What follows belongs to an exercise in optimizing a design on an open flow for small area and a short achievable clock period; a production flow would make more cautious choices. The RTL was checked by simulation tests, not by an equivalence proof against the original design. Power figures rest on the tool's default switching activity, not on a simulated workload.

## design/flow/config.mk

```make
export PLATFORM = sky130hd
export DESIGN_NAME = Riscv
export DESIGN_NICKNAME = Riscv
export VERILOG_FILES = /design/flow/design.v
export SDC_FILE = /design/flow/constraint.sdc
export NUM_CORES = 4
export LEC_CHECK = 0
export CAP_MARGIN = 20
export CORE_MARGIN = 2
export CORE_UTILIZATION = 40
export SLEW_MARGIN = 20
```

## design/flow/constraint.sdc

```tcl
create_clock -name core_clock -period 8.0 [get_ports {clk}]
set_input_delay 1.6000 -clock core_clock [delete_from_list [all_inputs] [get_ports {clk}]]
set_output_delay 1.6000 -clock core_clock [all_outputs]
set_load 0.01 [all_outputs]
```

## design/flow/design.v

```verilog
`timescale 1ns / 1ps
module Riscv(
    input         clk,
    input         rst,
    output [31:0] imem_addr,
    input  [31:0] imem_rdata,
    output [31:0] dmem_addr,
    output        dmem_re,
    output        dmem_we,
    output [31:0] dmem_wdata,
    input  [31:0] dmem_rdata,
    output        wb_we,
    output [4:0]  wb_rd,
    output [31:0] wb_data
);
reg  [31:1] fa;             
reg  [31:20] ir_hi;         
reg  [11:7]  ir_rd;         
reg  [31:0]  v1r, v2r;      
reg          a_fw, a_rf;    
reg          y_fw, y_rf, y_im;   
reg          c_l, c_s, c_b, c_bz, c_we, c_fw;    
reg          c_sub, c_sgn, s_sum, s_lt, s_and, s_or, s_sl, s_sr;
reg  [31:0]  xr;            
reg  [31:0]  br;            
reg          ex_ld, ex_st, ex_tk, ex_we;
reg  [4:0]   ex_rd;
reg  [31:0]  wb;
reg          wb_v;
reg  [4:0]   wb_a;
reg  [32*32-1:32] rf;       
wire kill = rst | ex_tk;
wire [31:0] f = imem_rdata;
wire [4:0]  f_op  = f[6:2];
wire [2:0]  f_f3  = f[14:12];
wire [4:0]  f_rs1 = f[19:15];
wire [4:0]  f_rs2 = f[24:20];
wire f_r = (f_op == 5'b01100);
wire f_i = (f_op == 5'b00100);
wire f_l = (f_op == 5'b00000);
wire f_s = (f_op == 5'b01000);
wire f_b = (f_op == 5'b11000);
wire [4:0] n_rd = kill ? 5'd31 : ir_rd;
wire       n_fw = !kill && c_fw;
wire       n_ld = !kill && c_l;
wire m1 = f_r && !n_ld && (n_rd == f_rs1);
wire m2 = f_r && !n_ld && (n_rd == f_rs2);
wire hit1 = wb_v && (wb_a == f_rs1) && (f_rs1 != 5'd0);
wire hit2 = wb_v && (wb_a == f_rs2) && (f_rs2 != 5'd0);
reg [31:0] rd1, rd2;
integer k;
always @(*) begin
    rd1 = {32{hit1}} & wb;
    rd2 = {32{hit2}} & wb;
    for (k = 1; k < 32; k = k + 1) begin
        rd1 = rd1 | ({32{!hit1 && f_rs1 == k}} & rf[32*k +: 32]);
        rd2 = rd2 | ({32{!hit2 && f_rs2 == k}} & rf[32*k +: 32]);
    end
end
always @(posedge clk) begin
    v1r   <= rd1;
    v2r   <= rd2;
    a_fw  <= m1 && n_fw;
    a_rf  <= !m1;
    y_fw  <= m2 && n_fw;
    y_rf  <= f_r && !m2;
    y_im  <= !f_r;
    ir_hi <= f[31:20];
    ir_rd <= rst ? 5'd31 : f[11:7];
    c_l   <= !rst && f_l;
    c_s   <= !rst && f_s;
    c_b   <= !rst && f_b;
    c_we  <= !rst && (f_r || f_i || f_l);
    c_fw  <= !rst && (f_r || f_i || f_s);
    c_bz  <= (f_f3 == 3'b000);
    c_sub <= f_r && ((f_f3 == 3'b000 && f[30]) || f_f3 == 3'b010) || f_i && f_f3 == 3'b010;
    c_sgn <= f_i;
    s_sum <= (f_r || f_i) && f_f3 == 3'b000 || f_l && (f_f3 == 3'b000 || f_f3 == 3'b010)
             || f_s && f_f3 == 3'b010;
    s_lt  <= (f_r || f_i) && f_f3 == 3'b010;
    s_and <= f_r && f_f3 == 3'b111;
    s_or  <= f_r && f_f3 == 3'b110;
    s_sl  <= f_r && f_f3 == 3'b001;
    s_sr  <= f_r && f_f3 == 3'b101;
    fa    <= rst ? 31'd0 : next_fa;
end
wire [31:0] imm_i = {{20{ir_hi[31]}}, ir_hi[31:20]};
wire [31:0] imm_s = {{20{ir_hi[31]}}, ir_hi[31:25], ir_rd};
wire [31:0] imm_b = {{20{ir_hi[31]}}, ir_rd[7], ir_hi[30:25], ir_rd[11:8], 1'b0};
wire [31:0] imm   = c_s ? imm_s : imm_i;
wire [31:0] a = ({32{a_fw}} & xr) | ({32{a_rf}} & v1r);
wire [31:0] y = ({32{y_fw}} & xr) | ({32{y_rf}} & v2r) | ({32{y_im}} & imm);
wire [31:0] sum = a + (y ^ {32{c_sub}}) + {31'd0, c_sub};
wire        lt  = (a[31] != y[31]) ? (c_sgn ? a[31] : y[31]) : sum[31];
wire        big = |y[31:5];
wire [31:0] a_rev;
genvar g;
generate for (g = 0; g < 32; g = g + 1) begin : rev_a
    assign a_rev[g] = a[31-g];
end endgenerate
wire [31:0] sh_in = s_sl ? a_rev : a;
wire [31:0] sh    = sh_in >> y[4:0];
wire [31:0] sh_rev;
generate for (g = 0; g < 32; g = g + 1) begin : rev_s
    assign sh_rev[g] = sh[31-g];
end endgenerate
wire [31:0] res = ({32{s_sum}} & sum)
                | {31'd0, s_lt & lt}
                | ({32{s_and}} & (a & y))
                | ({32{s_or}}  & (a | y))
                | ({32{s_sl && !big}} & sh_rev)
                | ({32{s_sr && !big}} & sh);
wire        tk_now = !kill && c_b && (v1r == v2r);
wire [31:1] tgt    = c_bz ? (fa + imm_b[31:1]) : 31'd0;
wire [31:1] next_fa = tk_now ? tgt : fa + 31'd2;
always @(posedge clk) begin
    xr    <= res;
    br    <= v2r;
    ex_ld <= !kill && c_l;
    ex_st <= !kill && c_s;
    ex_tk <= tk_now;
    ex_we <= !kill && c_we;
    ex_rd <= ir_rd;
end
assign imem_addr  = {fa, 1'b0};
assign dmem_addr  = xr;
assign dmem_re    = ex_ld;
assign dmem_we    = ex_st;
assign dmem_wdata = br;
always @(posedge clk) begin
    wb   <= ex_ld ? dmem_rdata : xr;
    wb_v <= !rst && ex_we;
    wb_a <= ex_rd;
end
genvar r;
generate for (r = 1; r < 32; r = r + 1) begin : regs
    always @(posedge clk)
        if (wb_v && wb_a == r)
            rf[32*r +: 32] <= wb;
end endgenerate
assign wb_we   = wb_v;
assign wb_rd   = wb_a;
assign wb_data = wb;
endmodule
```

## design/flow/run.sh

```bash
#!/bin/bash
# synth_recipe.tcl (not shown) runs the flow's synth.tcl, then flattens the netlist and writes it again
# the make line also repeats each setting of config.mk as NAME=value (left out here)
make -C /OpenROAD-flow-scripts/flow DESIGN_CONFIG=/design/flow/config.mk WORK_HOME=/design/flow/orfs CLKGATE_MAP_FILE= SYNTH_SCRIPT=/design/flow/synth_recipe.tcl finish
```

==> summary.md, run 1 <==
| Metric | Value |
|---|---|
| Met2 Track Usage GR | `47.9%` |
| Final worst path period need | `between 5 and 6 ns` |
| Max-slew violation count | `0` |
| Via count | `46.0k` |
| Initial antenna violation count | `6` |
| Post-synthesis sequential area ratio | `61.7%` |
| Worst Setup Start Kind | `primary input` |
| Final HPWL DP | `152,000 um` |
| Nets | `4,686` |
| Grt total ovfl | `0` |
| Simple-gate portion of the synthesized area | `8.49%` |
| Number of buffers inserted by port buffering | `198` |
| Clock latency on the worst-skew pair | `approximately 0.81 ns` |
| Initial core utilization | `40.3%` |
| Slowest library cell on the worst path | `clkdlybuf4s50_1` |
| Family with the most delay on the worst path | `simple AND/OR/NAND/NOR gates` |
| Synth Cell Area | `0.0561 sq mm` |
| Number of synthesized flops with an enable pin | `992` |
| Largest net degree at the start of global routing | `46` |
| Synth Area in XOR/XNOR | `2.29%` |
| Largest family of logic cells by synthesized area | `compound AO/OA/AOI/OAI gates` |
| Number of global-route vias before repair | `around 43k` |
| Met3 usage | `10.0%` |
| Leak pwr | `21.0 nW` |
| Final instance area | `0.0655 sq mm` |
| Hold WC Path Type | `flop to flop` |
| Outcome | `timing/DRC/antenna clean` |
| Multiplexer area fraction after synthesis | `2.61%` |
| Synth top area cells | `edfxtp_1, dfxtp_1, a22oi_1` |
| Cts hold-fix bufs | `0` |
| WP data arrival | `around 6.4 ns` |
| Syn. warnings | `1` |
| Crit-path max cell delay | `1.06 ns` |
| Slew @ Worst Pin | `~1.2 ns` |
| WL final | `246,000 um` |
| Setup Buffers After CTS | `0` |
| Cell Area, Placed | `0.0611 sq mm` |
| Worst vdd ir | `230 uV` |
| Fin. Hold Viols | `0` |
| Layout cells sized above 1 | `between 10 and 15%` |
| Netlist cell types | `89` |
| Worst Clk Skew | `0.0602 ns` |
| Bufs and invs on worst path | `2` |
| Post-CTS Resized | `0` |
| Final setup viols | `0` |
| Die Wd | `379 um` |
| RSZ-0062 raised after global routing | `no` |
| Max-cap violations | `0` |
| Clock sink count | `1,234` |
| Htree depth | `4` |
| Area leader, netlist | `edfxtp_1` |
| Final cycle utilization of the critical path | `71.4%` |
| GRT busiest layer | `met2` |
| Post-Synth Adder-Cell Area | `1.48%` |
| Multi-input gate area | `0.0205 sq mm` |
| Critical Path RT | `roughly 8.7 ns` |
| Clk root buf | `clkbuf_16` |
| Post-route ant nets | `0` |
| Final Wtd Congestion | `0.982` |
| Setup TNS | `0 ns` |
| CP max FO | `23` |
| Fill cells | `~12k` |
| Initial drt markers | `8,873` |
| Clock Pin Slew Worst Setup and Hold Paths | `0.06 ns` |
| Syn_area_per_cell | `13.0 sq um` |
| Post-synth ARST share | `0%` |
| Cell Chain, Critical Path | `clkdlybuf4s50_1, nor4_1, nor3_1, a21oi_1, nor3_4, nand3b_2, nor2_4, buf_4, a22o_1, a221oi_1, nand4_1, or3_1` |
| CTS Buf Count | `133` |
| Met1 GRT Util | `42.9%` |
| WL/cell | `37.6 um` |
| CP Capture Type | `flop` |
| IO Pins | `202` |
| Peak Freq | `0.175 GHz` |
| # rows | `~140` |
| TritonCTS clock tree | `yes` |
| Area fraction in compound gates after synthesis | `20.5%` |
| Post-Syn Nets | `4,461` |
| Core area | `about 0.14 sq mm` |
| P per Cell Area | `226 mW/mm^2` |
| Drt pass-1 iters | `9` |
| Storage element area | `~0.035 sq mm` |
| Longest Clk Path Bufs | `3` |
| Vias per Instance | `around 7.0` |
| Mapped Cells | `4,330` |
| Height of the die | `379 um` |
| Crit path kind | `primary input to flop` |
| First-pass GRT wire length | `around 340,000 um` |
| FF+latch count, synth | `1,234` |
| Worst slew margin | `approximately 18%` |
| DRC Markers | `0` |
| Area growth from synthesis to layout | `16.8%` |
| GRT Total Usage | `approximately 33%` |
| Synth top area share | `53.1%` |
| Top_reg_cell synth | `edfxtp_1` |
| Die area | `roughly 0.14 sq mm` |
[final cells by class]
class | instances | share of cell area [%]
flip-flops and latches | 1234 | 52.9
multi-input cells | 2748 | 31.3
clock buffers | 178 | 5.50
repair buffers | 382 | 5.16
well taps | 1876 | 3.58
clock inverters | 60 | 1.25
inverters | 56 | 0.321
diodes | 2 | 0.00764
[path summary, 6_finish.rpt]
path,end,startpoint,depth (start not counted),slack [ns]
worst max register to register,xr[28],y_im,13,2.79
worst min register to register,wb_a[1],ex_rd[1],0,0.33
worst max-delay path,v1r[7],imem_rdata[15],12,2.29
worst min-delay path,wb_a[1],ex_rd[1],0,0.33
[layer usage]
| metal | part of all wire (%) | vias up |
|---|---|---|
| met4 | 8.4 | 7 |
| li1 | - | 18300 |
| met3 | 14 | 926 |
| met5 | 0.16 | - |
| met1 | 36 | 22600 |
| met2 | 41 | 4142 |
[per-stage QoR]
step                      setup slack (ns)  std cells  hold slack (ns)  total power (W)  utilization (%)
final                                 2.29       6536            0.325           0.0148             47.0
after global routing                  2.21       6536            0.332           0.0151             47.0
after CTS                             2.45       6533            0.326           0.0148             47.0
after detailed placement              1.66       6295            0.312          0.00855             43.8
after global placement                1.70       6295            0.310          0.00855             43.8
after floorplan                       3.95       4330            0.310          0.00790                -
[synth_stat cells, types with 8 or more instances]
master / number
edfxtp_1: 992
a22oi_1: 551
a221oi_1: 277
a22o_1: 257
dfxtp_1: 242
nor2_1: 201
nand2_1: 191
nand4_1: 170
clkbuf_1: 132
nand3_1: 128
buf_2: 102
a21oi_1: 91
o21ai_0: 86
xnor2_1: 86
ha_1: 63
xor2_1: 61
nor3_1: 58
mux2_2: 56
inv_1: 54
or3_1: 47
mux2i_1: 45
a21o_1: 38
buf_4: 34
nand2b_1: 25
nor4_1: 22
a221o_1: 18
o211ai_1: 18
buf_1: 17
o22ai_1: 17
a222oi_1: 16
a211oi_1: 14
and2_1: 14
nor2b_1: 13
o221ai_1: 13
and3_1: 11
mux4_2: 11
or2_2: 11
nor2_2: 9
nor2_4: 8
o21a_1: 8
[cells by family (layout without fill, tap and decap cells)]
family                   after synthesis  count (layout)
multiplexers                         118             118
AO/OA/AOI/OAI                       1482            1482
AND/OR/NAND/NOR                      935             935
flip-flops                          1234            1234
XOR/XNOR                             147             147
other                                  1               3
buffers and inverters                348             676
adder cells (fa/ha/maj)               65              65
[registers in the layout, indices dropped and copies added (netlist names), 5 cells and up]
| name | count |
|---|---|
| rf | 992 |
| br | 32 |
| v1r | 32 |
| v2r | 32 |
| wb | 32 |
| xr | 32 |
| fa | 31 |
| ir_hi | 12 |
| ex_rd | 5 |
| ir_rd | 5 |
| wb_a | 5 |
[worst reg2reg max path, delay by kind of cell (launching register included)]
kind | cells | cell delay (ns)
compound gates | 7 | 2.88
flops | 1 | 0.57
xor+xnor | 2 | 0.27
simple gates | 3 | 0.95
fa+ha+maj | 1 | 0.45
[cell usage in the layout, fill, tap and decap left out, types with 18 or more instances in the layout]
master | netlist | final
dfxtp_1 | 242 | 240
clkdlybuf4s50_1 | 0 | 198
a22o_1 | 257 | 257
ha_1 | 63 | 63
nand2_1 | 191 | 191
inv_1 | 54 | 54
xor2_1 | 61 | 61
edfxtp_1 | 992 | 992
xnor2_1 | 86 | 86
a221oi_1 | 277 | 277
buf_4 | 34 | 182
nor3_1 | 58 | 58
or3_1 | 47 | 47
nand4_1 | 170 | 170
mux2i_1 | 45 | 45
nand3_1 | 128 | 128
nand2b_1 | 25 | 25
o21ai_0 | 86 | 86
nor2_4 | 8 | 86
a221o_1 | 18 | 18
a22oi_1 | 551 | 551
mux2_2 | 56 | 56
clkbuf_1 | 132 | 36
nor2_1 | 201 | 129
a21o_1 | 38 | 38
clkbuf_16 | 0 | 135
a21oi_1 | 91 | 91
o211ai_1 | 18 | 18
[report_power, final]
part           switching [W]  internal [W]
Clock                0.00267       0.00366
Combinational       0.000911      0.000480
Sequential          0.000144       0.00696
Total                0.00373        0.0111
==> run 2: changes to the inputs <==
--- a/design/flow/design.v
+++ b/design/flow/design.v
@@ -1,3 +1,28 @@
+`timescale 1ns / 1ps
+module add32(a, b, ci, s);
+    input  [31:0] a, b;
+    input         ci;
+    output [31:0] s;
+    wire [31:0] p = a ^ b;
+    wire [31:0] g0 = a & b;
+    wire [31:0] gl [0:5];
+    wire [31:0] pl [0:5];
+    assign gl[0] = {g0[31:1], g0[0] | (p[0] & ci)};
+    assign pl[0] = p;
+    genvar l, i;
+    generate for (l = 0; l < 5; l = l + 1) begin : lvl
+        for (i = 0; i < 32; i = i + 1) begin : bit_
+            if (i >= (1 << l)) begin : op
+                assign gl[l+1][i] = gl[l][i] | (pl[l][i] & gl[l][i - (1 << l)]);
+                assign pl[l+1][i] = pl[l][i] & pl[l][i - (1 << l)];
+            end else begin : pass
+                assign gl[l+1][i] = gl[l][i];
+                assign pl[l+1][i] = pl[l][i];
+            end
+        end
+    end endgenerate
+    assign s = p ^ {gl[5][30:0], ci};
+endmodule
 `timescale 1ns / 1ps
 module Riscv(
     input         clk,
@@ -50,22 +75,22 @@
 reg [31:0] rd1, rd2;
 integer k;
 always @(*) begin
-    rd1 = {32{hit1}} & wb;
-    rd2 = {32{hit2}} & wb;
+    rd1 = 32'd0;
+    rd2 = 32'd0;
     for (k = 1; k < 32; k = k + 1) begin
-        rd1 = rd1 | ({32{!hit1 && f_rs1 == k}} & rf[32*k +: 32]);
-        rd2 = rd2 | ({32{!hit2 && f_rs2 == k}} & rf[32*k +: 32]);
+        rd1 = rd1 | ({32{f_rs1 == k}} & rf[32*k +: 32]);
+        rd2 = rd2 | ({32{f_rs2 == k}} & rf[32*k +: 32]);
     end
 end
 always @(posedge clk) begin
-    v1r   <= rd1;
-    v2r   <= rd2;
+    v1r   <= hit1 ? wb : rd1;
+    v2r   <= hit2 ? wb : rd2;
     a_fw  <= m1 && n_fw;
     a_rf  <= !m1;
     y_fw  <= m2 && n_fw;
     y_rf  <= f_r && !m2;
     y_im  <= !f_r;
-    ir_hi <= f[31:20];
+    ir_hi <= {f[31:25], f_s ? f[11:7] : f[24:20]};
     ir_rd <= rst ? 5'd31 : f[11:7];
     c_l   <= !rst && f_l;
     c_s   <= !rst && f_s;
@@ -84,13 +109,12 @@
     s_sr  <= f_r && f_f3 == 3'b101;
     fa    <= rst ? 31'd0 : next_fa;
 end
-wire [31:0] imm_i = {{20{ir_hi[31]}}, ir_hi[31:20]};
-wire [31:0] imm_s = {{20{ir_hi[31]}}, ir_hi[31:25], ir_rd};
+wire [31:0] imm   = {{20{ir_hi[31]}}, ir_hi[31:20]};
 wire [31:0] imm_b = {{20{ir_hi[31]}}, ir_rd[7], ir_hi[30:25], ir_rd[11:8], 1'b0};
-wire [31:0] imm   = c_s ? imm_s : imm_i;
 wire [31:0] a = ({32{a_fw}} & xr) | ({32{a_rf}} & v1r);
 wire [31:0] y = ({32{y_fw}} & xr) | ({32{y_rf}} & v2r) | ({32{y_im}} & imm);
-wire [31:0] sum = a + (y ^ {32{c_sub}}) + {31'd0, c_sub};
+wire [31:0] sum;
+add32 alu_add(.a(a), .b(y ^ {32{c_sub}}), .ci(c_sub), .s(sum));
 wire        lt  = (a[31] != y[31]) ? (c_sgn ? a[31] : y[31]) : sum[31];
 wire        big = |y[31:5];
 wire [31:0] a_rev;
--- a/design/flow/config.mk
+++ b/design/flow/config.mk
@@ -8,4 +8,5 @@
 export CAP_MARGIN = 20
 export CORE_MARGIN = 2
 export CORE_UTILIZATION = 40
+export SETUP_SLACK_MARGIN = 4
 export SLEW_MARGIN = 20
==> run 2 against run 1 <==
  * Critical path depth down 5
  * Clock skew down 0.029 ns
  * Worst hold slack better by 0.0022 ns
  * Register-to-register slack better by 1.0 ns
  * Flip-flop and latch count unchanged
  * Critical endpoint is now xr[19]
  * Still clean on timing, DRC and antenna
  * Synthesized cell count up 0.28%
  * Largest cell class unchanged
  * Clock power down 0.9%
  * Cell area up 2.4%
  * Clock-buffer cell count unchanged
  * Highest routed layer unchanged
==> summary.md, run 2 <==
| Metric | Value |
|---|---|
| Outcome | `timing/DRC/antenna clean` |
| Commonest non-fill, non-tap cell in the layout | `edfxtp_1` |
| Syn. warnings | `2` |
| Initial antenna violation count | `19` |
| IO Pins | `202` |
| Biggest register | `rf` |
| Final cycle utilization of the critical path | `between 50% and 60%` |
| Final worst path period need | `4.21 ns` |
| Clock Pin Slew Worst Setup and Hold Paths | `0.06 ns` |
| NetSw | `0.00383 W` |
| Number of synthesized flops with an enable pin | `992` |
| Core area | `0.138 sq mm` |
| DRC Markers | `0` |
| Final setup viols | `0` |
| Hold WC Path Type | `flop to flop` |
| Max-slew violation count | `0` |
| Synth top area share | `53.5%` |
| Setup crit end | `xr[19]` |
| Layout cells sized above 1 | `between 15 and 20%` |
| Worst reg2reg path depth | `7` |
| Vias per Instance | `7.59` |
| Mapped Cells | `between 4k and 5k` |
| Number of buffers inserted by port buffering | `198` |
| Fill cells | `11.9k` |
| CP max FO | `8` |
| CP Capture Type | `flop` |
| Layout Cells excl Fill | `about 6.6k` |
| Peak Freq | `0.238 GHz` |
| WP data arrival | `4.89 ns` |
| Longest Clk Path Bufs | `3` |
| RR Startpoint | `v2r[7]` |
| Flop2flop setup slack | `between 3 and 4 ns` |
| Syn_area_per_cell | `about 13 sq um` |
| Synth top area cells | `edfxtp_1, dfxtp_1, a22oi_1` |
| GRT Total Usage | `38.6%` |
| Post-synthesis sequential area ratio | `62.2%` |
| Leak pwr | `21.9 nW` |
| Worst vdd ir | `265 uV` |
| Final Wtd Congestion | `1.01` |
| Height of the die | `about 380 um` |
| Most frequent cells in the layout | `edfxtp_1, a22oi_1, buf_4` |
| Fin. Hold Viols | `0` |
| Final HPWL DP | `160,000 um` |
| Max reg flops | `992` |
| P per Cell Area | `221 mW/mm^2` |
| Clock sink count | `1,234` |
| Initial core utilization | `40.4%` |
| Worst r2r dst | `xr[19]` |
| Netlist cell types | `a little under 90` |
| Slowest library cell on the worst path | `a222oi_1` |
| TritonCTS clock tree | `yes` |
| Slew @ Worst Pin | `1.16 ns` |
| First-pass GRT wire length | `378,000 um` |
| Post-synth ARST share | `0%` |
| Combinational fraction of design power | `9.9%` |
| Synth top cells by count | `edfxtp_1, a22oi_1, nor2_1, a221oi_1, a22o_1` |
| Crit-path max cell delay | `0.81 ns` |
| RSZ-0062 raised after global routing | `yes` |
| Worst Clk Skew | `~0.031 ns` |
| Cell Area, Placed | `0.0610 sq mm` |
| Final instance area | `0.0671 sq mm` |
| # rows | `around 140` |
| Crit path kind | `flop to flop` |
| CTS Buf Count | `134` |
| Post-route ant nets | `0` |
| Most common cell on crit path | `nand3_1` |
| Nets | `4,838` |
| Max-cap violations | `0` |
| Cell count after placement | `6,225` |
| Number of global-route vias before repair | `approximately 46k` |
| Cell with the most instances after synthesis | `edfxtp_1` |
| Top_reg_cell synth | `edfxtp_1` |
| CP startpoint | `v2r[7]` |
| Via count | `50.2k` |
| Sequential power share | `47.9%` |
| WL/cell | `roughly 43 um` |
| Area growth from synthesis to layout | `20.4%` |
| Cell Chain, Critical Path | `a222oi_1, nand3_1, nor3_1, nand3_1, nor2_1, a221oi_1, o2111ai_1` |
| Clock share of power | `42.2%` |
| Worst Setup Start Kind | `flop` |
| Post-Syn Nets | `between 4k and 5k` |
| Clk root buf | `clkbuf_16` |
| Drt pass-1 iters | `17` |
| Htree depth | `4` |
| Grt total ovfl | `0` |
| Clock latency on the worst-skew pair | `0.80 ns` |
| Switching share of power | `25.8%` |
| WL final | `~280,000 um` |
| Area leader, netlist | `edfxtp_1` |
| Worst slew margin | `between 20% and 30%` |
| Synth Cell Area | `0.0557 sq mm` |
| Internal power | `0.0110 W` |
| Setup TNS | `0 ns` |
| Pwr Total | `0.0149 W` |
| Initial drt markers | `roughly 12k` |
| Die Wd | `between 300 and 400 um` |
| Largest net degree at the start of global routing | `39` |
| Die area | `0.142 sq mm` |
| FF+latch count, synth | `1,234` |
| Critical Path RT | `8.68 ns` |
-- run 2: cell count changes in the layout (fill, tap and decap cells not counted), moves of 19 or more --
| cell | before | now |
|---|---|---|
| a21oi_1 | 91 | 150 |
| a222oi_1 | 16 | 92 |
| a22oi_1 | 551 | 440 |
| buf_12 | 1 | 24 |
| buf_4 | 182 | 296 |
| mux2i_1 | 45 | 24 |
| nand2_1 | 191 | 210 |
| nand3_1 | 128 | 97 |
| nor2_1 | 129 | 181 |
| nor3_1 | 58 | 77 |
| or3_1 | 47 | 7 |
-- run 2: power groups by stage --
| stage | Combinational [W] | Clock (W) | Sequential [W] |
|---|---|---|---|
| global placement | 0.00131 | 0 | 0.00723 |
| floorplan | 0.000753 | 0 | 0.00717 |
| finish | 0.00147 | 0.00627 | 0.00711 |
| CTS | 0.00137 | 0.00625 | 0.00709 |
| global route | 0.00151 | 0.00649 | 0.00710 |
| detailed placement | 0.00131 | 0 | 0.00723 |
-- run 2: layer usage --
layer | global-route usage [%] | share of wire (%) | up-vias
met3 | 19.8 | 18 | 1718
met4 | 27.3 | 9.5 | 38
met5 | 3.22 | 0.27 | -
li1 | - | - | 18600
met2 | 54.2 | 40 | 5719
met1 | 45.1 | 32 | 24100
-- run 2: critical path: cells and delay by family (launching register included) --
kind	cells	cell delay, ns
AND/OR/NAND/NOR	4	2.30
AO/OA/AOI/OAI	3	1.20
flip-flops	1	0.58
-- run 2: area by class of cell --
type / instances / area [sq um] / area share [%]
Clock inverter: 66 / 741 / 1.10
Antenna cell: 8 / 20.0 / 0.0298
Inverter: 54 / 203 / 0.302
Sequential cell: 1234 / 34700 / 51.7
Timing Repair Buffer: 533 / 4870 / 7.27
Clock buffer: 178 / 3620 / 5.39
Multi-Input combinational cell: 2750 / 20700 / 30.9
Tap cell: 1794 / 2240 / 3.35
-- run 2: kinds of logic after synthesis --
logic type      count (synthesis)  synth area share, %
compound gates               1472                 20.6
fa+ha+maj                      65                 1.49
mux                            98                 2.52
other cells                     1              0.00673
flops                        1234                 62.2
buf+inv                       361                 2.56
simple gates                  961                 8.32
xor+xnor                      150                 2.36
-- run 2: repair_timing --
| action | 4_1_cts | 5_1_grt |
|---|---|---|
| setup buffers | 106 | 27 |
| endpoints found under the setup margin | 95 | 62 |
| pin swaps | 48 | 19 |
| gates cloned | 4 | 1 |
| hold endpoints to repair | 0 | 0 |
| resized for setup | 57 | 50 |
| hold buffers | 0 | 0 |
-- run 2: through the flow --
step	utilization (%)	hold slack (ns)	setup slack (ns)
final	48.7	0.328	3.79
after global routing	48.7	0.342	3.95
after detailed placement	44.3	0.313	2.44
after global placement	44.3	0.314	2.43
after CTS	48.3	0.330	3.71
after floorplan	-	0.310	4.09
-- run 2: how the worst min path moves through the flow --
stage,startpoint,end,slack [ns],cells past startpoint
after detailed placement,ex_rd[4],wb_a[4],0.31,0
after global placement,ex_rd[1],wb_a[1],0.31,0
after global routing,ex_rd[2],wb_a[2],0.34,0
after floorplan,ex_rd[0],wb_a[0],0.31,0
after CTS,ex_rd[1],wb_a[1],0.33,0
final,ex_rd[1],wb_a[1],0.33,0
==> run 3: changes to the inputs <==
--- a/design/flow/config.mk
+++ b/design/flow/config.mk
@@ -8,5 +8,5 @@
 export CAP_MARGIN = 20
 export CORE_MARGIN = 2
 export CORE_UTILIZATION = 40
-export SETUP_SLACK_MARGIN = 4
+export SETUP_SLACK_MARGIN = 5
 export SLEW_MARGIN = 20
==> run 3 against run 2 <==
  * Still clean
  * Synthesized cell count unchanged
  * Sequential share of layout area decreased by 4.4 points
  * Synthesized area unchanged
  * Combinational power increased by 34%
  * Clock skew increased by 0.0048 ns
  * Critical endpoint is now xr[20]
  * Non-clock buffer count increased by 359
  * Worst hold slack got worse by 0.0016 ns
==> summary.md, run 3 <==
| Metric | Value |
|---|---|
| Worst Clk Skew | `0.0362 ns` |
| First-pass GRT wire length | `about 400,000 um` |
| Final setup viols | `0` |
| Biggest register | `rf` |
| Fin. Hold Viols | `0` |
| Number of buffers inserted by port buffering | `198` |
| Most frequent cells in the layout | `edfxtp_1, buf_4, a22oi_1` |
| Max-slew violation count | `0` |
| Initial core utilization | `around two fifths` |
| Top_reg_cell synth | `edfxtp_1` |
| CP startpoint | `xr[0]` |
| WP data arrival | `4.56 ns` |
| Area growth from synthesis to layout | `32.9%` |
| Mapped Cells | `4,342` |
| Bufs and invs on worst path | `1` |
| Worst vdd ir | `roughly 190 uV` |
| Area leader, netlist | `edfxtp_1` |
| Number of synthesized flops with an enable pin | `around 1,000` |
| Slowest library cell on the worst path | `a222oi_1` |
| Syn. warnings | `2` |
| Hold path startpoint | `ex_rd[1]` |
| Leak pwr | `approximately 25 nW` |
| Via count | `between 50k and 60k` |
| Most common cell on crit path | `a21o_1` |
| Vias per Instance | `7.68` |
| Hold WC Path Type | `flop to flop` |
| Storage element area | `0.0350 sq mm` |
| Slew @ Worst Pin | `1.15 ns` |
| Worst slew margin | `23.1%` |
| Cell with the most instances after synthesis | `edfxtp_1` |
| Crit-path max cell delay | `0.44 ns` |
| Peak Freq | `0.253 GHz` |
| Initial antenna violation count | `25` |
| Htree depth | `4` |
| Synth top area share | `53.5%` |
| Cts hold-fix bufs | `0` |
| Layout cells sized above 1 | `31.9%` |
| P per Cell Area | `207 mW/mm^2` |
| Nets | `5,195` |
| Post-Syn Nets | `roughly 4.5k` |
| Clock Pin Slew Worst Setup and Hold Paths | `0.06 ns` |
| CP max FO | `3` |
| Final worst path period need | `3.95 ns` |
| Levels on crit path | `13` |
| WL final | `304,000 um` |
| DRC Markers | `0` |
| Fill cells | `between 10k and 15k` |
| Largest net degree at the start of global routing | `47` |
| Post-synthesis sequential area ratio | `62.2%` |
| Die Wd | `roughly 380 um` |
| Die area | `0.142 sq mm` |
| Number of global-route vias before repair | `48.8k` |
| Worst reg2reg path depth | `13` |
| CP Capture Type | `flop` |
| Clk root buf | `clkbuf_16` |
| Clock latency on the worst-skew pair | `0.78 ns` |
| Netlist cell types | `87` |
| Drt pass-1 iters | `15` |
| GRT Total Usage | `about 41%` |
| RR Startpoint | `xr[0]` |
| TritonCTS clock tree | `yes` |
| # rows | `136` |
| WL/cell | `43.5 um` |
| Clock sink count | `1,234` |
| Max-cap violations | `0` |
| FF+latch count, synth | `1,234` |
| Outcome | `timing/DRC/antenna clean` |
| Post-synth ARST share | `0%` |
| Commonest non-fill, non-tap cell in the layout | `edfxtp_1` |
| Post-route ant nets | `0` |
| IO Pins | `~200` |
| Cell Chain, Critical Path | `a222oi_1, bufbuf_16, mux2_4, fa_2, a21oi_2, o21ai_1, a21o_1, a31o_4, a21o_1, and3_4, o311ai_4, mux2i_2, o221ai_4` |
| Hold Crit Depth | `0` |
| Multi-input gate area | `0.0227 sq mm` |
| Height of the die | `around 380 um` |
| Initial drt markers | `roughly 13k` |
| Synth top area cells | `edfxtp_1, dfxtp_1, a22oi_1` |
| Core area | `0.138 sq mm` |
| Final Wtd Congestion | `1.01` |
| Critical Path RT | `~8.6 ns` |
| Max reg flops | `between 900 and 1k` |
| Longest Clk Path Bufs | `3` |
| Layout Cells excl Fill | `~7.0k` |
| RSZ-0062 raised after global routing | `yes` |
| Cell count after placement | `6,220` |
| Crit path kind | `flop to flop` |
| Family with the most delay on the worst path | `compound AO/OA/AOI/OAI gates` |
| Worst Setup Start Kind | `flop` |
| Final cycle utilization of the critical path | `49.3%` |
| Grt total ovfl | `0` |
| Syn_area_per_cell | `12.8 sq um` |
| CTS Buf Count | `133` |
| Final HPWL DP | `163,000 um` |
| Synth Cell Area | `0.0557 sq mm` |
| Setup TNS | `0 ns` |
| Synth top cells by count | `edfxtp_1, a22oi_1, nor2_1, a221oi_1, a22o_1` |
-- run 3: worst paths after layout --
check	endpoint	slack, ns
worst max-delay path	xr[20]	4.05
worst min-delay path	wb_a[1]	0.33
worst max register to register	xr[20]	4.05
worst min register to register	wb_a[1]	0.33
-- run 3: cells by family after synthesis --
kind of cell,Yosys count,synth area share [%]
AOI/OAI and AO/OA,1472,20.6
DFF,1234,62.2
and+or+nand+nor,961,8.32
buffers and inverters,361,2.56
xor gates and xnor gates,150,2.36
muxes,98,2.52
adders and majority gates,65,1.49
other,1,0.00673
-- run 3: layout make-up --
cell class | instances | share of cell area [%]
Antenna cell | 16 | 0.0541
Clock buffer | 172 | 5.03
Clock inverter | 70 | 0.899
Inverter | 54 | 0.274
Multi-Input combinational cell | 2749 | 30.6
Sequential cell | 1234 | 47.3
Tap cell | 1794 | 3.03
Timing Repair Buffer | 892 | 12.8
-- run 3: stage by stage --
stage	area, sq um	setup WS (ns)	hold slack [ns]	power (W)	utilization (%)
finish	74000	4.05	0.326	0.0153	53.7
floorplan	57100	4.52	0.310	0.00798	-
detailed placement	61400	2.55	0.312	0.00858	44.5
global route	74000	4.00	0.336	0.0156	53.7
CTS	72300	4.14	0.329	0.0150	52.5
global placement	61300	2.54	0.313	0.00858	44.5
-- run 3: routing by layer --
layer | global-route usage, % | vias to the layer above | share of wire [%]
met5 | 2.44 | - | 0.23
met3 | 22.7 | 2140 | 19
met2 | 56.8 | 6456 | 39
li1 | - | 19400 | -
met4 | 31.5 | 33 | 10
met1 | 46.3 | 25500 | 31
-- run 3: worst reg2reg max path, cell delays in order (launching register included) --
cell and delay, ns:
dfxtp_4 0.35, a222oi_1 0.45, bufbuf_16 0.34, mux2_4 0.31
fa_2 0.36, a21oi_2 0.17, o21ai_1 0.10, a21o_1 0.26
a31o_4 0.29, a21o_1 0.17, and3_4 0.18, o311ai_4 0.24
mux2i_2 0.37, o221ai_4 0.20
-- run 3: report_power, final --
group | internal (W) | leakage [nW] | switching (W)
sequential | 0.00694 | 10.3 | 0.000130
combinational | 0.000803 | 12.7 | 0.00117
clock | 0.00357 | 2.13 | 0.00270
-- run 3: repair_timing --
item                                    4_1_cts  5_1_grt
endpoints found under the setup margin      265      152
buffers inserted                            401       68
cloned                                       33        1
pin swaps                                   171      145
gates resized for setup                    1139      230
==> run 4: changes to the inputs <==
--- a/design/flow/design.v
+++ b/design/flow/design.v
@@ -39,11 +39,11 @@
     output [31:0] wb_data
 );
 reg  [31:1] fa;             
-reg  [31:20] ir_hi;         
+reg  [31:25] ir_hi;         
 reg  [11:7]  ir_rd;         
-reg  [31:0]  v1r, v2r;      
-reg          a_fw, a_rf;    
-reg          y_fw, y_rf, y_im;   
+reg  [31:0]  ar;            
+reg  [31:0]  yr;            
+reg  [31:0]  v2r;           
 reg          c_l, c_s, c_b, c_bz, c_we, c_fw;    
 reg          c_sub, c_sgn, s_sum, s_lt, s_and, s_or, s_sl, s_sr;
 reg  [31:0]  xr;            
@@ -55,6 +55,7 @@
 reg  [4:0]   wb_a;
 reg  [32*32-1:32] rf;       
 wire kill = rst | ex_tk;
+wire [31:0] res;
 wire [31:0] f = imem_rdata;
 wire [4:0]  f_op  = f[6:2];
 wire [2:0]  f_f3  = f[14:12];
@@ -65,6 +66,7 @@
 wire f_l = (f_op == 5'b00000);
 wire f_s = (f_op == 5'b01000);
 wire f_b = (f_op == 5'b11000);
+wire f_sub = f_r && ((f_f3 == 3'b000 && f[30]) || f_f3 == 3'b010) || f_i && f_f3 == 3'b010;
 wire [4:0] n_rd = kill ? 5'd31 : ir_rd;
 wire       n_fw = !kill && c_fw;
 wire       n_ld = !kill && c_l;
@@ -82,15 +84,21 @@
         rd2 = rd2 | ({32{f_rs2 == k}} & rf[32*k +: 32]);
     end
 end
+wire [31:0] v1 = hit1 ? wb : rd1;
+wire [31:0] v2 = hit2 ? wb : rd2;
+wire [31:0] f_imm = {{20{f[31]}}, f[31:25], f_s ? f[11:7] : f[24:20]};
+wire a_res = m1 && n_fw;
+wire a_reg = !m1;
+wire y_res = m2 && n_fw;
+wire y_reg = f_r && !m2;
+wire y_imm = !f_r;
+wire [31:0] a_nx = ({32{a_res}} & res) | ({32{a_reg}} & v1);
+wire [31:0] y_nx = ({32{y_res}} & res) | ({32{y_reg}} & v2) | ({32{y_imm}} & f_imm);
 always @(posedge clk) begin
-    v1r   <= hit1 ? wb : rd1;
-    v2r   <= hit2 ? wb : rd2;
-    a_fw  <= m1 && n_fw;
-    a_rf  <= !m1;
-    y_fw  <= m2 && n_fw;
-    y_rf  <= f_r && !m2;
-    y_im  <= !f_r;
-    ir_hi <= {f[31:25], f_s ? f[11:7] : f[24:20]};
+    ar    <= a_nx;
+    yr    <= y_nx ^ {32{f_sub}};
+    v2r   <= v2;
+    ir_hi <= f[31:25];
     ir_rd <= rst ? 5'd31 : f[11:7];
     c_l   <= !rst && f_l;
     c_s   <= !rst && f_s;
@@ -98,7 +106,7 @@
     c_we  <= !rst && (f_r || f_i || f_l);
     c_fw  <= !rst && (f_r || f_i || f_s);
     c_bz  <= (f_f3 == 3'b000);
-    c_sub <= f_r && ((f_f3 == 3'b000 && f[30]) || f_f3 == 3'b010) || f_i && f_f3 == 3'b010;
+    c_sub <= f_sub;
     c_sgn <= f_i;
     s_sum <= (f_r || f_i) && f_f3 == 3'b000 || f_l && (f_f3 == 3'b000 || f_f3 == 3'b010)
              || f_s && f_f3 == 3'b010;
@@ -109,13 +117,13 @@
     s_sr  <= f_r && f_f3 == 3'b101;
     fa    <= rst ? 31'd0 : next_fa;
 end
-wire [31:0] imm   = {{20{ir_hi[31]}}, ir_hi[31:20]};
 wire [31:0] imm_b = {{20{ir_hi[31]}}, ir_rd[7], ir_hi[30:25], ir_rd[11:8], 1'b0};
-wire [31:0] a = ({32{a_fw}} & xr) | ({32{a_rf}} & v1r);
-wire [31:0] y = ({32{y_fw}} & xr) | ({32{y_rf}} & v2r) | ({32{y_im}} & imm);
+wire [31:0] a = ar;
+wire [31:0] y = yr;         
 wire [31:0] sum;
-add32 alu_add(.a(a), .b(y ^ {32{c_sub}}), .ci(c_sub), .s(sum));
-wire        lt  = (a[31] != y[31]) ? (c_sgn ? a[31] : y[31]) : sum[31];
+add32 alu_add(.a(a), .b(y), .ci(c_sub), .s(sum));
+wire        y31 = y[31] ^ c_sub;
+wire        lt  = (a[31] != y31) ? (c_sgn ? a[31] : y31) : sum[31];
 wire        big = |y[31:5];
 wire [31:0] a_rev;
 genvar g;
@@ -128,13 +136,13 @@
 generate for (g = 0; g < 32; g = g + 1) begin : rev_s
     assign sh_rev[g] = sh[31-g];
 end endgenerate
-wire [31:0] res = ({32{s_sum}} & sum)
-                | {31'd0, s_lt & lt}
-                | ({32{s_and}} & (a & y))
-                | ({32{s_or}}  & (a | y))
-                | ({32{s_sl && !big}} & sh_rev)
-                | ({32{s_sr && !big}} & sh);
-wire        tk_now = !kill && c_b && (v1r == v2r);
+assign res = ({32{s_sum}} & sum)
+           | {31'd0, s_lt & lt}
+           | ({32{s_and}} & (a & y))
+           | ({32{s_or}}  & (a | y))
+           | ({32{s_sl && !big}} & sh_rev)
+           | ({32{s_sr && !big}} & sh);
+wire        tk_now = !kill && c_b && (ar == v2r);
 wire [31:1] tgt    = c_bz ? (fa + imm_b[31:1]) : 31'd0;
 wire [31:1] next_fa = tk_now ? tgt : fa + 31'd2;
 always @(posedge clk) begin
--- a/design/flow/config.mk
+++ b/design/flow/config.mk
@@ -10,3 +10,4 @@
 export CORE_UTILIZATION = 40
 export SETUP_SLACK_MARGIN = 5
 export SLEW_MARGIN = 20
+export TNS_END_PERCENT = 0
==> run 4 against run 3 <==
  * Utilization shrank 3.9 points
  * Clock-buffer cell count grew 2
  * Cell area shrank 4.4%
  * First-iteration DRC count shrank 4.0%
  * Worst hold slack is essentially flat
  * Register-to-register slack gained 0.43 ns
  * Setup slack gained 0.32 ns
  * Still clean on timing, DRC and antenna
  * Critical path type is now primary input to flop
  * Clock skew shrank 0.0047 ns
  * Flip-flop and latch count grew 22
  * Maximum frequency grew 8.9%
  * Sequential share of layout area grew 2.4 points
  * Cell count grew 0.80%
  * Largest cell class unchanged
  * Largest power group unchanged
==> summary.md, run 4 <==
| Metric | Value |
|---|---|
| Slowest library cell on the worst path | `nor3_2` |
| Hold WC Path Type | `flop to flop` |
| Number of buffers inserted by port buffering | `198` |
| Post-layout util | `49.9%` |
| Final cycle utilization of the critical path | `45.3%` |
| Cell with the most instances after synthesis | `edfxtp_1` |
| GRT Total Usage | `37.8%` |
| Leak pwr | `24.1 nW` |
| Post-synth ARST share | `0%` |
| Flop2flop setup slack | `between 4 and 5 ns` |
| WP data arrival | `4.30 ns` |
| Number of synthesized flops with an enable pin | `992` |
| Mapped Cells | `4,620` |
| Height of the die | `approximately 380 um` |
| Final setup viols | `0` |
| Layout Cells excl Fill | `~7.0k` |
| Area leader, netlist | `edfxtp_1` |
| Initial antenna violation count | `14` |
| WL final | `roughly 290,000 um` |
| Synth top area share | `52.0%` |
| Max reg flops | `992` |
| Synth top cells by count | `edfxtp_1, a22oi_1, nand2_1, nor2_1, clkbuf_1` |
| Crit path kind | `primary input to flop` |
| Critical Path RT | `8.68 ns` |
| Longest Clk Path Bufs | `3` |
| Post-Syn Nets | `4,784` |
| Clock latency on the worst-skew pair | `0.81 ns` |
| Worst-case hold slack | `between 0.3 and 0.4 ns` |
| Fin. Hold Viols | `0` |
| # rows | `138` |
| Nets | `approximately 5.2k` |
| Die area | `0.146 sq mm` |
| Commonest non-fill, non-tap cell in the layout | `edfxtp_1` |
| Crit-path max cell delay | `0.52 ns` |
| Post-synthesis sequential area ratio | `61.2%` |
| Clock Pin Slew Worst Setup and Hold Paths | `0.06 ns` |
| Max-cap violations | `0` |
| Synth Cell Area | `around 0.057 sq mm` |
| Worst Setup Start Kind | `primary input` |
| Final worst path period need | `around 3.6 ns` |
| RSZ-0062 raised after global routing | `yes` |
| Core area | `0.142 sq mm` |
| Area growth from synthesis to layout | `23.5%` |
| Clock sink count | `approximately 1.3k` |
| Max-slew violation count | `0` |
| First-pass GRT wire length | `approximately 380,000 um` |
| Setup TNS | `0 ns` |
| P per Cell Area | `approximately 220 mW/mm^2` |
| Family with the most delay on the worst path | `simple AND/OR/NAND/NOR gates` |
| CP Capture Type | `flop` |
| Biggest register | `rf` |
| Via count | `51.2k` |
| IO Pins | `202` |
| CTS Buf Count | `about 130` |
| TritonCTS clock tree | `yes` |
| Peak Freq | `0.276 GHz` |
| Syn_area_per_cell | `~12 sq um` |
| Bufs and invs on worst path | `3` |
| Worst vdd ir | `245 uV` |
| Syn. warnings | `2` |
| Number of global-route vias before repair | `roughly 48k` |
| Drt pass-1 iters | `14` |
| Cell Chain, Critical Path | `clkbuf_4, or3b_4, nor2_4, buf_4, buf_12, a22o_1, a221oi_1, nand4_1, nor3_2, a21oi_1, a22o_1` |
| Largest net degree at the start of global routing | `40` |
| Most common cell on crit path | `a22o_1` |
| Layout cells sized above 1 | `about a fifth` |
| Top_reg_cell synth | `edfxtp_1` |
| Initial drt markers | `12.3k` |
| Slew @ Worst Pin | `1.24 ns` |
| WL/cell | `40.8 um` |
| Worst slew margin | `17.1%` |
| Most frequent cells in the layout | `edfxtp_1, a22oi_1, nand2_1` |
| Grt total ovfl | `0` |
| Worst Clk Skew | `0.0315 ns` |
| CP max FO | `18` |
| Cell count after placement | `around 6.6k` |
| Post-route ant nets | `0` |
| Vias per Instance | `7.27` |
| Outcome | `timing/DRC/antenna clean` |
| Clk root buf | `clkbuf_16` |
| Netlist cell types | `between 80 and 90` |
| DRC Markers | `0` |
| Final HPWL DP | `around 160,000 um` |
| Die Wd | `382 um` |
| Final Wtd Congestion | `0.991` |
| Htree depth | `4` |
| FF+latch count, synth | `between 1k and 1.5k` |
| Synth top area cells | `edfxtp_1, dfxtp_1, a22oi_1` |
| Initial core utilization | `40.4%` |
[run 4: changes by cell type after synthesis, moves of 32 or more]
cell      before  now
a22oi_1      445  650
a221oi_1     261  130
a22o_1       252  135
nand2_1      212  305
inv_1         52  101
o21ai_1       11   59
nand4_1      164  119
xor2_1        53   95
a31oi_1        6   45
xnor2_1       97   58
ha_1          63   95
[run 4: repair_timing]
item,CTS,global route
setup endpoints to repair,297,293
gates resized for setup,262,217
cloned,3,8
hold buffers,0,0
pin swaps,55,41
buffers inserted,133,50
[run 4: power by group]
part	total (W)	internal, W	switching, W
registers	0.00721	0.00707	0.000138
clock network	0.00628	0.00359	0.00269
logic	0.00174	0.000642	0.00110
[run 4: per-layer routing]
metal  global-route usage [%]  routed length, um  up-vias
li1                         -                  -    19400
met1                     44.4              93400    24500
met2                     53.7             116000     5507
met3                     17.8              49100     1717
met4                     27.6              28100       18
met5                    0.132                444        -
[run 4: worst paths after layout]
check,start,to,depth (start not counted)
worst max register to register,s_sl,xr[15],8
worst max-delay path,imem_rdata[17],ar[3],11
worst min register to register,ex_rd[1],wb_a[1],0
worst min-delay path,ex_rd[1],wb_a[1],0
[run 4: worst reg2reg max path: stages (launching register included)]
cell     delay [ns]
dfxtp_4        0.54
buf_6          0.30
mux2_2         0.38
a311o_1        0.43
o21ai_1        0.37
mux2i_1        0.28
a221o_1        0.43
a21oi_1        0.36
inv_1          0.25
[run 4: layout make-up]
type                       count  area, sq um
timing repair buffer         591         6000
clock inverter                58          667
inverter                     107          410
antenna                        6         15.0
sequential                  1256        35100
tap                         1890         2360
multi-input combinational   2955        22500
clock buffer                 174         3650
fill                       12300        71200
[run 4: stage by stage]
step / setup WS (ns) / cell area (sq um) / total power, W
final: 4.38 / 70800 / 0.0152
after global routing: 4.43 / 70800 / 0.0155
after CTS: 4.38 / 69300 / 0.0150
after detailed placement: 1.99 / 62800 / 0.00877
after global placement: 2.03 / 62800 / 0.00877
after floorplan: 4.12 / 57300 / 0.00810
[run 4: cells by family (layout without fill, tap and decap cells)]
kind of cell | after synthesis | count (layout) | share of synthesized area, %
compound gates | 1506 | 1506 | 19.7
flops | 1256 | 1256 | 61.2
simple gates | 1078 | 1080 | 8.96
buf+inv | 411 | 930 | 2.84
xor+xnor | 153 | 153 | 2.34
mux | 117 | 117 | 2.71
fa+ha+maj | 98 | 98 | 2.18
other cells | 1 | 7 | 0.00655
==> run 5: changes to the inputs <==
--- a/design/flow/design.v
+++ b/design/flow/design.v
@@ -72,8 +72,6 @@
 wire       n_ld = !kill && c_l;
 wire m1 = f_r && !n_ld && (n_rd == f_rs1);
 wire m2 = f_r && !n_ld && (n_rd == f_rs2);
-wire hit1 = wb_v && (wb_a == f_rs1) && (f_rs1 != 5'd0);
-wire hit2 = wb_v && (wb_a == f_rs2) && (f_rs2 != 5'd0);
 reg [31:0] rd1, rd2;
 integer k;
 always @(*) begin
@@ -84,8 +82,8 @@
         rd2 = rd2 | ({32{f_rs2 == k}} & rf[32*k +: 32]);
     end
 end
-wire [31:0] v1 = hit1 ? wb : rd1;
-wire [31:0] v2 = hit2 ? wb : rd2;
+wire [31:0] v1 = rd1;
+wire [31:0] v2 = rd2;
 wire [31:0] f_imm = {{20{f[31]}}, f[31:25], f_s ? f[11:7] : f[24:20]};
 wire a_res = m1 && n_fw;
 wire a_reg = !m1;
@@ -159,16 +157,18 @@
 assign dmem_re    = ex_ld;
 assign dmem_we    = ex_st;
 assign dmem_wdata = br;
+wire [31:0] wdata = ex_ld ? dmem_rdata : xr;
+wire        wen   = !rst && ex_we;
 always @(posedge clk) begin
-    wb   <= ex_ld ? dmem_rdata : xr;
-    wb_v <= !rst && ex_we;
+    wb   <= wdata;
+    wb_v <= wen;
     wb_a <= ex_rd;
 end
 genvar r;
 generate for (r = 1; r < 32; r = r + 1) begin : regs
     always @(posedge clk)
-        if (wb_v && wb_a == r)
-            rf[32*r +: 32] <= wb;
+        if (wen && ex_rd == r)
+            rf[32*r +: 32] <= wdata;
 end endgenerate
 assign wb_we   = wb_v;
 assign wb_rd   = wb_a;
--- a/design/flow/config.mk
+++ b/design/flow/config.mk
@@ -8,6 +8,10 @@
 export CAP_MARGIN = 20
 export CORE_MARGIN = 2
 export CORE_UTILIZATION = 40
+export CTS_BUF_LIST = sky130_fd_sc_hd__clkbuf_16
+export CTS_CLUSTER_DIAMETER = 100
+export CTS_CLUSTER_SIZE = 24
 export SETUP_SLACK_MARGIN = 5
 export SLEW_MARGIN = 20
+export SYNTH_HIERARCHICAL = 1
 export TNS_END_PERCENT = 0
==> run 5 against run 4 <==
  * Still clean on timing, DRC and antenna
  * Register-to-register slack got worse by 0.34 ns
  * Sequential share of layout area increased by 3.6 points
  * Synthesized area decreased by 1.5%
  * Critical path depth decreased by 1
  * Clock skew increased by 0.016 ns
  * Via count decreased by 3.8%
  * Global-route usage increased by 0.41 points
  * Maximum frequency decreased by 11%
  * Flip-flop and latch count unchanged
  * Routed wire length decreased by 0.40%
  * Largest power group unchanged
==> summary.md, run 5 <==
| Metric | Value |
|---|---|
| Outcome | `timing/DRC/antenna clean` |
| Final Wtd Congestion | `1.00` |
| Area growth from synthesis to layout | `16.8%` |
| Max reg flops | `992` |
| Area leader, netlist | `edfxtp_1` |
| Met2 Track Usage GR | `54.1%` |
| FF+latch count, synth | `1,256` |
| Final HPWL DP | `167,000 um` |
| Netlist cell types | `between 90 and 100` |
| CTS Buf Count | `68` |
| RSZ-0062 raised after global routing | `yes` |
| DRC Markers | `0` |
| Initial core utilization | `40.4%` |
| Combinational fraction of design power | `about 14%` |
| Clock sink count | `1,256` |
| GRT busiest layer | `met2` |
| Worst slew margin | `23.4%` |
| Most common cell on crit path | `nand2_1` |
| TritonCTS clock tree | `yes` |
| Cell Chain, Critical Path | `buf_2, nor2b_4, and2_2, a22oi_1, nand4_1, nor3_1, nand2_1, nand2_1, o211ai_1, xor2_1` |
| WL/cell | `43.2 um` |
| P per Cell Area | `199 mW/mm^2` |
| Internal power | `0.00941 W` |
| Worst-case hold slack | `0.372 ns` |
| Drt pass-1 iters | `11` |
| Longest Clk Path Bufs | `3` |
| Most frequent cells in the layout | `edfxtp_1, a22oi_1, buf_4` |
| Post-Syn Nets | `4,521` |
| Nets | `around 4.8k` |
| NetSw | `between 0.003 and 0.004 W` |
| Hold WC Path Type | `flop to flop` |
| DP Worst Slack | `2.23 ns` |
| Initial drt markers | `11.7k` |
| Grt total ovfl | `0` |
| Crit-path max cell delay | `approximately 0.92 ns` |
| Number of buffers inserted by port buffering | `198` |
| Top_reg_cell synth | `edfxtp_1` |
| Layout cells sized above 1 | `15.4%` |
| Clock share of power | `30.2%` |
| WL final | `roughly 290,000 um` |
| Synth Cell Area | `between 0.05 and 0.06 sq mm` |
| Die Wd | `between 300 and 400 um` |
| Post-synthesis sequential area ratio | `62.1%` |
| Biggest register | `rf` |
| Largest net degree at the start of global routing | `65` |
| First-pass GRT wire length | `381,000 um` |
| Vias per Instance | `7.44` |
| Synth top area share | `around 53%` |
| IO Pins | `202` |
| Number of synthesized flops with an enable pin | `992` |
| WP data arrival | `4.72 ns` |
| Clock Pin Slew Worst Setup and Hold Paths | `0.10 ns` |
| Post-layout util | `47.2%` |
| Clk root buf | `clkbuf_16` |
| Met3 usage | `between 10% and 20%` |
| Die area | `0.144 sq mm` |
| Synth top area cells | `edfxtp_1, dfxtp_1, a22oi_1` |
| Layout Cells excl Fill | `6,620` |
| Slew @ Worst Pin | `1.15 ns` |
| Final WS setup | `slightly below 4 ns` |
| Leak pwr | `approximately 22 nW` |
| Final setup viols | `0` |
| Max-slew violation count | `0` |
| Synth top cells by count | `edfxtp_1, a22oi_1, dfxtp_1, nand2_1, nor2_1` |
| Met1 GRT Util | `45.9%` |
| GRT Total Usage | `about two fifths` |
| Worst Clk Skew | `around 0.047 ns` |
| Via count | `49.2k` |
| Critical Path RT | `8.65 ns` |
| Cell with the most instances after synthesis | `edfxtp_1` |
| Max-cap violations | `0` |
| Post-route ant nets | `0` |
| Core area | `approximately 0.14 sq mm` |
| Syn. warnings | `8` |
| Height of the die | `380 um` |
| Initial antenna violation count | `30` |
| CP Capture Type | `flop` |
| Crit path kind | `primary input to flop` |
| Peak Freq | `0.246 GHz` |
| Worst Setup Start Kind | `primary input` |
| Number of global-route vias before repair | `45.2k` |
| Htree depth | `3` |
| Cell count after placement | `6,338` |
| Syn_area_per_cell | `12.9 sq um` |
| Worst vdd ir | `163 uV` |
| Setup TNS | `0 ns` |
| Fin. Hold Viols | `0` |
| Commonest non-fill, non-tap cell in the layout | `edfxtp_1` |
| Final cycle utilization of the critical path | `50.9%` |
| CP max FO | `15` |
| # rows | `137` |
| Switching share of power | `~28%` |
| Post-synth ARST share | `0%` |
| Sequential power share | `between 50% and 60%` |
| Slowest library cell on the worst path | `and2_2` |
| Mapped Cells | `4,391` |
| Clock latency on the worst-skew pair | `0.74 ns` |
| Final worst path period need | `4.07 ns` |
==> run 5: cell count changes after synthesis, moves of 37 or more <==
cell / change
nor2_1: -42
buf_1: +37
o21ai_1: -52
a21oi_1: -43
o21ai_0: +43
nand3_1: +59
nand2_1: -50
inv_1: -73
clkbuf_1: -109
buf_2: +61
==> run 5: through the flow <==
stage / instance area, sq um / total power, W
finish: 65900 / 0.0131
global route: 65900 / 0.0134
CTS: 65700 / 0.0130
detailed placement: 61600 / 0.00905
global placement: 61600 / 0.00905
floorplan: 56700 / 0.00829
==> run 5: power groups by stage <==
stage / combinational [W] / sequential (W) / clock [W]
after CTS: 0.00178 / 0.00725 / 0.00395
after detailed placement: 0.00165 / 0.00740 / 0
after global routing: 0.00196 / 0.00727 / 0.00416
after floorplan: 0.000970 / 0.00732 / 0
after global placement: 0.00165 / 0.00740 / 0
final: 0.00190 / 0.00726 / 0.00396
==> run 5: what timing repair did <==
item                       4_1_cts  5_1_grt
buffers inserted               126        8
setup endpoints to repair     1286     1286
hold buffers                     0        0
pin swaps                       70        5
cloned                           9        0
resized for setup              202       19
hold endpoints to repair         0        0
==> run 5: cell families after synthesis <==
family	share of synthesized area [%]
flops	62.1
compound gates	19.9
buf+inv	2.42
simple gates	8.61
mux	3.16
other cells	0.00664
fa+ha+maj	1.46
xor+xnor	2.28
==> run 5: worst paths after layout <==
kind	from	end	slack [ns]	cells after the start
max	imem_rdata[21]	yr[0]	3.93	10
min	v2r[10]	br[10]	0.37	0
max reg2reg	yr[0]	ar[6]	4.14	11
min reg2reg	v2r[10]	br[10]	0.37	0
==> run 5: cell type report <==
cell class | count | area (sq um)
Antenna cell | 30 | 75.1
Clock buffer | 69 | 1730
Clock inverter | 40 | 334
Fill cell | 12300 | 73800
Inverter | 30 | 113
Multi-Input combinational cell | 2817 | 21500
Sequential cell | 1256 | 35100
Tap cell | 1876 | 2350
Timing Repair Buffer | 502 | 4770
==> run 5: critical path: cells and delay by family <==
kind            cells  cell delay (ns)
simple gates        6             2.17
compound gates      2             0.39
buf+inv             1             0.35
xor+xnor            1             0.16
==> run 5: per-module statistics from Yosys, one instance, submodules excluded <==
module,area [sq um],cells,times used
Riscv,54500,4120,1
add32,1940,271,1
==> run 5: metal layers <==
layer,share of wire (%),vias up,routed length (um)
met1,33,23700,93600
met4,9.1,36,25900
met5,0.19,-,532
li1,-,18500,-
met2,41,5402,116000
met3,18,1586,50100
==> run 6: changes to the inputs <==
--- a/design/flow/config.mk
+++ b/design/flow/config.mk
@@ -13,5 +13,4 @@
 export CTS_CLUSTER_SIZE = 24
 export SETUP_SLACK_MARGIN = 5
 export SLEW_MARGIN = 20
-export SYNTH_HIERARCHICAL = 1
 export TNS_END_PERCENT = 0
==> run 6 against run 5 <==
  * Power down 0.60%
  * Die area rose by 0.34%
  * Global-route usage is 1.6 points lower
  * Worst hold slack gained 0.0030 ns
  * Critical endpoint is now ar[4]
==> summary.md, run 6 <==
| Metric | Value |
|---|---|
| GRT Total Usage | `~37%` |
| Clock share of power | `30.2%` |
| Top_reg_cell synth | `edfxtp_1` |
| RSZ-0062 raised after global routing | `yes` |
| Combinational fraction of design power | `14.1%` |
| Synth Cell Area | `about 0.057 sq mm` |
| Commonest non-fill, non-tap cell in the layout | `edfxtp_1` |
| DRC Markers | `0` |
| CP Capture Type | `flop` |
| Core area | `approximately 0.14 sq mm` |
| Worst vdd ir | `139 uV` |
| Final cycle utilization of the critical path | `45.5%` |
| Via count | `48.7k` |
| Vias per Instance | `7.26` |
| Fill cells | `between 10k and 15k` |
| Height of the die | `380 um` |
| NetSw | `between 0.003 and 0.004 W` |
| Longest Clk Path Bufs | `3` |
| Sequential power share | `55.7%` |
| Biggest register | `rf` |
| Clock sink count | `about 1.3k` |
| Layout cells sized above 1 | `~17%` |
| Initial drt markers | `11.2k` |
| Clock latency on the worst-skew pair | `0.71 ns` |
| Mapped Cells | `approximately 4.4k` |
| Post-synthesis sequential area ratio | `61.9%` |
| Initial antenna violation count | `19` |
| Clock Pin Slew Worst Setup and Hold Paths | `around 0.10 ns` |
| Switching share of power | `between 20 and 30%` |
| Max-cap violations | `0` |
| CTS Buf Count | `67` |
| Max-slew violation count | `0` |
| Nets | `4,930` |
| Post-route ant nets | `0` |
| Cts hold-fix bufs | `0` |
| Crit path kind | `primary input to flop` |
| Peak Freq | `between 0.2 and 0.3 GHz` |
| Grt total ovfl | `0` |
| Synth top area share | `52.6%` |
| Syn. warnings | `2` |
| Area leader, netlist | `edfxtp_1` |
| Final setup viols | `0` |
| P per Cell Area | `195 mW/mm^2` |
| Netlist cell types | `a little under 100` |
| Multi-input gate area | `~0.022 sq mm` |
| DP Worst Slack | `2.22 ns` |
| Storage element area | `~0.035 sq mm` |
| Fin. Hold Viols | `0` |
| Post-synth ARST share | `0%` |
| TritonCTS clock tree | `yes` |
| Syn_area_per_cell | `approximately 13 sq um` |
| Post-layout util | `a little under half` |
| Worst Setup Start Kind | `primary input` |
| Htree depth | `3` |
| Critical Path RT | `8.63 ns` |
| Synth top area cells | `edfxtp_1, dfxtp_1, a22oi_1` |
| CP max FO | `24` |
| Worst Clk Skew | `0.0381 ns` |
| Most frequent cells in the layout | `edfxtp_1, a22oi_1, nand2_1` |
| WP data arrival | `4.27 ns` |
| Worst slew margin | `23.9%` |
| Area growth from synthesis to layout | `18.1%` |
| IO Pins | `between 200 and 250` |
| Final WS setup | `4.36 ns` |
| Number of synthesized flops with an enable pin | `992` |
| WL/cell | `41.4 um` |
| Hold WC Path Type | `flop to flop` |
| Post-Syn Nets | `4,613` |
| Drt pass-1 iters | `15` |
| Number of global-route vias before repair | `~45k` |
| Final HPWL DP | `164,000 um` |
| Final Wtd Congestion | `0.999` |
| Die Wd | `roughly 380 um` |
| Largest net degree at the start of global routing | `46` |
| Outcome | `timing/DRC/antenna clean` |
| Max reg flops | `between 900 and 1k` |
| Setup TNS | `0 ns` |
| Cell with the most instances after synthesis | `edfxtp_1` |
| # rows | `138` |
| Clk root buf | `clkbuf_16` |
| Initial core utilization | `40.1%` |
| Synth top cells by count | `edfxtp_1, a22oi_1, nand2_1, dfxtp_1, nor2_1` |
| Die area | `approximately 0.14 sq mm` |
| Number of buffers inserted by port buffering | `198` |
| Leak pwr | `around 22 nW` |
| Final worst path period need | `3.64 ns` |
| Slew @ Worst Pin | `1.14 ns` |
| FF+latch count, synth | `1,256` |
| Internal power | `approximately 0.0094 W` |
| First-pass GRT wire length | `369,000 um` |
| WL final | `278,000 um` |
==> run 6: cell type report <==
cell class,count,share of cell area (%)
Inverter,96,0.563
Multi-Input combinational cell,2812,32.3
Sequential cell,1256,52.5
Antenna cell,10,0.0374
Tap cell,1890,3.53
Clock buffer,70,2.62
Clock inverter,44,0.438
Timing Repair Buffer,533,8.04
==> run 6: path summary, 6_finish.rpt <==
| check | start | slack, ns | depth (start not counted) | to |
|---|---|---|---|---|
| min reg2reg | v2r[18] | 0.38 | 0 | br[18] |
| max | imem_rdata[18] | 4.36 | 10 | ar[4] |
| max reg2reg | ar[7] | 4.58 | 12 | yr[28] |
| min | v2r[18] | 0.38 | 0 | br[18] |
==> run 6: power groups by stage <==
stage                     Sequential (W)  Combinational, W  Clock [W]
final                            0.00727           0.00184    0.00394
after floorplan                  0.00732          0.000924          0
after global routing             0.00727           0.00190    0.00416
after global placement           0.00741           0.00156          0
after detailed placement         0.00740           0.00156          0
after CTS                        0.00726           0.00164    0.00393
==> run 6: stage by stage <==
stage	total power [W]	area [sq um]	std cells	hold WS (ns)
floorplan	0.00825	56700	4449	0.344
global placement	0.00896	61700	6401	0.363
detailed placement	0.00897	61800	6407	0.361
CTS	0.0128	65300	6623	0.375
global route	0.0133	66900	6703	0.381
finish	0.0130	66900	6711	0.375
==> run 6: cell families (layout without fill, tap and decap cells) <==
logic type	after synthesis	in the layout	share of synthesized area [%]
multiplexers	118	118	2.89
other	1	11	0.00662
AO/OA/AOI/OAI	1448	1448	19.2
AND/OR/NAND/NOR	1002	1005	8.68
buffers and inverters	384	743	2.84
flip-flops	1256	1256	61.9
XOR/XNOR	142	142	2.20
adder cells (fa/ha/maj)	98	98	2.20
==> run 6: routing by layer <==
layer	track usage (%)	part of all wire, %	vias to the layer above
li1	-	-	18600
met1	44.3	33	23500
met2	52.6	41	5241
met3	16.6	17	1466
met4	23.8	8.9	18
met5	0	0.089	-
==> run 6: critical path, cell delays in order <==
cell and delay [ns]:
clkbuf_4 0.19, nand3b_1 0.26, buf_4 0.19, nor2_4 0.50, buf_4 0.67, a22o_1 0.25, a221oi_1 0.06, nand4_1 0.25
nor3_4 0.12, o21ai_0 0.14
==> run 6: repair_timing <==
action / 4_1_cts / 5_1_grt
pin swaps: 52 / 78
setup endpoints to repair: 1288 / 1202
setup buffers: 101 / 70
gates resized for setup: 160 / 247
gates cloned: 1 / 8

[afterwards: timing with drivers on the ports]
No port has a modelled driver above. Below, the same layouts with a new extraction and two added sets of constraints.
Step 1 assumes that a clkbuf_16 drives the clock port and a buf_2 every other input.
Step 2 moves the port delays by t, midway between the first and last clock arrival at a register: inputs arrive t later, outputs are due t later. That takes back most of the time a late clock gives input paths.
a / b / c = ideal ports / drivers / drivers and shift; a / b = the first two.
run	t, ns	setup slack, ns	hold WS [ns]
run 1	0.853	2.287 / 2.276 / 1.423	0.325 / 0.325 / 0.325
run 2	0.875	3.792 / 3.792 / 3.000	0.328 / 0.328 / 0.328
run 3	0.847	4.053 / 4.053 / 3.912	0.326 / 0.326 / 0.326
run 4	0.872	4.376 / 4.378 / 3.506	0.326 / 0.326 / 0.326
run 5	0.793	3.931 / 3.942 / 3.149	0.372 / 0.372 / 0.372
run 6	0.776	4.362 / 4.364 / 3.588	0.375 / 0.375 / 0.375
After both steps setup and hold are still met in every run listed. The setup slack of run 4, which loses most, moves by +0.002 ns with the drivers and by -0.870 ns with both steps.
